This is an optimization exercise on Yosys and OpenROAD, whose aim is small area, not a production implementation. The RTL was checked by simulation tests, not by an equivalence proof against the original design. The flow treats the clock pin as an ideal source. Dropping or thinning the clock tree relies on that and would not hold on a real chip. Power and IR drop assume default switching activity.

## battleship
module battleship (
  input            clk  ,
  input            rst  ,
  input            start,
  input      [1:0] X    ,
  input      [1:0] Y    ,
  input            pAb  ,
  input            pBb  ,
  output reg [7:0] disp0,
  output reg [7:0] disp1,
  output reg [7:0] disp2,
  output reg [7:0] disp3,
  output reg [7:0] led
);
Settings: LEC_CHECK=0, ABC_AREA=1, CAP_MARGIN=0, CORE_MARGIN=2, CORE_UTILIZATION=40, GPL_TIMING_DRIVEN=0, SLEW_MARGIN=0; clock period 5.0 ns.
standard.sh (not shown) runs the stock make flow with config.mk's settings and CLKGATE_MAP_FILE= SYNTH_SCRIPT=/design/flow/synth_recipe.tcl, a recipe that flattens the netlist after the stock synthesis.
==> flow/flow/run.sh <==
#!/bin/bash
# Layout flow: the standard synthesis; an area-oriented re-mapping of the
# combinational logic (registers untouched, best of several ABC seeds); the standard flow's
# standard layout with minimum-size port buffers; after CTS, the clock tree is
# replaced by a few clock buffers that each drive a compact group of flip-flops.
set -u
RES=$PWD/orfs/results/$FLOW_PLATFORM/battleship/base
bash standard.sh synth > 1_standard_synth.log 2>&1 || { echo "standard synth failed"; exit 1; }
cp "$RES/1_2_yosys.v" 1_2_yosys_standard.v
export REMAP_T=20
REMAP_SEED=0 REMAP_TAG=0 REMAP_EXTRA="" yosys -c flow/remap.tcl > 2_remap_yosys_0.log 2>&1
pids=""
for s in $(seq 1 15); do
  extra=""
  if [ $s -ge 8 ]; then extra="; strash; dch -f; map -a"; fi
  REMAP_SEED=$((s % 8)) REMAP_TAG=$s REMAP_EXTRA="$extra" yosys -c flow/remap.tcl > 2_remap_yosys_$s.log 2>&1 &
  pids="$pids $!"
  if [ $((s % 4)) -eq 3 ]; then wait $pids; pids=""; fi
done
wait $pids
best=""; besta=""
for s in $(seq 0 15); do
  f=1_2_yosys_remap_$s.v; st=2_remap_stat_$s.txt
  [ -s "$f" ] && [ -s "$st" ] || continue
  a=$(grep "Chip area for module" "$st" | awk '{print $NF}')
  echo "remap seed $s: $a" >> 2_remap_summary.txt
  if [ -z "$besta" ] || awk "BEGIN{exit !($a < $besta)}"; then best=$f; besta=$a; fi
done
if [ -n "$best" ]; then
  echo "using $best ($besta)" >> 2_remap_summary.txt
  cp "$best" "$RES/1_2_yosys.v"
  rm -f "$RES/1_synth.odb" "$RES/1_synth.sdc"
else
  echo "remap failed, keeping the standard netlist" | tee -a 2_remap_summary.txt
fi
export MC_CLOCK_PORT=clk MC_BUF=sky130_fd_sc_hd__clkbuf_8 MC_GROUPS=3
bash standard.sh "BUFFER_PORTS_ARGS=-buffer_cell sky130_fd_sc_hd__buf_1" \
  "CTS_ARGS=-sink_clustering_enable -repair_clock_nets -dont_use_dummy_load" \
  "POST_CTS_TCL=$PWD/flow/manual_clock.tcl" SKIP_REPAIR_TIE_FANOUT=1 finish > 3_standard_layout.log 2>&1 || { echo "layout failed"; tail -20 3_standard_layout.log; exit 1; }
Other scripts of this flow, unchanged in this note and not shown: flow/flow/manual_clock.tcl, flow/flow/remap.tcl
Rerun with:
--- a/flow/design.v
+++ b/flow/design.v
@@ -29,25 +29,25 @@
 localparam [3:0] OVRWIN_B = 4'd7;
 localparam [7:0] D0 = 8'b00111111, D1 = 8'b00000110, D2 = 8'b01011011, D4 = 8'b01100110;
 function [7:0] dig;
   input [1:0] v;
   dig = {1'b0, v[1], ~v[1] & ~v[0], ~v[0], v[1] | ~v[0], ~v[1] | v[0], 1'b1, v[1] | ~v[0]};
 endfunction
 reg  [3:0]  st;
 reg  [15:0] mA, mB;    
 reg  [1:0]  sA, sB;    
 reg  [1:0]  XQ, YQ;    
 reg         Z;         
 reg         oa, ob;    
-wire        lw = Z;    
+reg         lw;        
 reg  [1:0]  ch;        
 wire [5:0] cnt = {ch, YQ, XQ};
 reg         btn;       
 wire bA = btn, bB = btn;
 wire s_IDLE = st == IDLE;
 wire s_DISPLAY_A = st == DISPLAY_A;
 wire s_INPUT_A = st == INPUT_A;
 wire s_ERROR = st == ERROR;
 wire s_DISPLAY_B = st == DISPLAY_B;
 wire s_INPUT_B = st == INPUT_B;
 wire s_SHOW_SCORE = st == SHOW_SCORE;
 wire s_SHOOT_A = st == SHOOT_A;
@@ -113,36 +113,34 @@
 integer i;
 always @(posedge clk) begin
   if (run)         {ch, YQ, XQ} <= cnt_inc;
   else if (ntimed) {ch, YQ, XQ} <= 6'd0;
   else begin       ch <= 2'd0; YQ <= Y; XQ <= X; end
   btn <= nsideb ? pBb : pAb;
   for (i = 0; i < 16; i = i + 1) begin
     if (wdA[i]) mA[i] <= s_INPUT_A;
     if (wdB[i]) mB[i] <= s_INPUT_B;
   end
   if (clrS) sA <= 2'd0; else if (incA) sA <= sA + 2'd1;
   if (clrS) sB <= 2'd0; else if (incB) sB <= sB + 2'd1;
+  if ((s_SHOOT_A & bA) | (s_SHOOT_B & bB)) Z <= rd;
   if (rst) begin
     st <= IDLE;
     oa <= 1'b0;
     ob <= 1'b0;
-    Z  <= 1'b0;
+    lw <= 1'b0;
   end else begin
     st <= nst;
-    if (s_WIN_A & t49) oa <= 1'b1;
-    if (s_WIN_B & t49) ob <= 1'b1;
-    if ((s_SHOOT_A | s_SHOOT_B) & btn) Z <= rd;
-    else if (s_WIN_A) Z <= 1'b0;
-    else if (s_WIN_B) Z <= 1'b1;
+    if (s_WIN_A & t49 & ~oa) begin oa <= 1'b1; lw <= 1'b0; end
+    if (s_WIN_B & t49 & ~ob) begin ob <= 1'b1; lw <= 1'b1; end
   end
 end
 wire d_xy   = s_INPUT_A | s_SHOOT_A | s_INPUT_B | s_SHOOT_B;
 wire d_sink = s_SINK_A | s_SINK_B;
 wire d_wa   = s_WIN_A | s_OVRWIN_A;
 wire d_wb   = s_WIN_B | s_OVRWIN_B;
 wire d_num  = d_xy | d_sink | d_wa | d_wb | s_SHOW_SCORE;
 wire [1:0] v0 = d_xy ? YQ : d_sink ? sB : d_wa ? {1'b0, ob} : d_wb ? {ob, ~ob} : 2'd0;
 wire [1:0] v2 = d_sink ? sA : d_wa ? {oa, ~oa} : d_wb ? {1'b0, oa} : 2'd0;
 wire four0 = s_SINK_B & winB;
 wire four2 = s_SINK_A & winA;
 always @(*) begin
After rerunning: Power is lower by 44%; cell area stays flat; wire length is lower by about 8%; worst setup slack gets better by 0.21 ns; die area barely changes; synthesized area barely changes.
In every run of this note, the design's own scripts or RTL, not TritonCTS, make the clock network.

==> re-timing with driven ports <==
The results above use ideal ports. As a check the final layouts listed here were re-extracted and re-timed, cells and wires unchanged.
Step 1 sets driving cells, clkbuf_16 on the clock port and buf_2 on the other inputs (assumed; they add their load-dependent delay and slew).
Step 2 also shifts input and output timing later by t, the mid clock arrival at the registers, as if the neighbouring blocks saw the same clock.
Three values: ideal ports, drivers, drivers and shift; two values: the first two.
run	t, ns	slack for setup (ns)	hold slack, ns	clock arrival spread, ns
the first run	0.205	0.426 / 0.376 / 0.581	0.451 / 0.451 / 0.451	0.027 / 0.027
the second run	0.209	0.636 / 0.636 / 0.636	0.442 / 0.442 / 0.442	0.020 / 0.020
After both steps setup and hold are still met in every run listed.
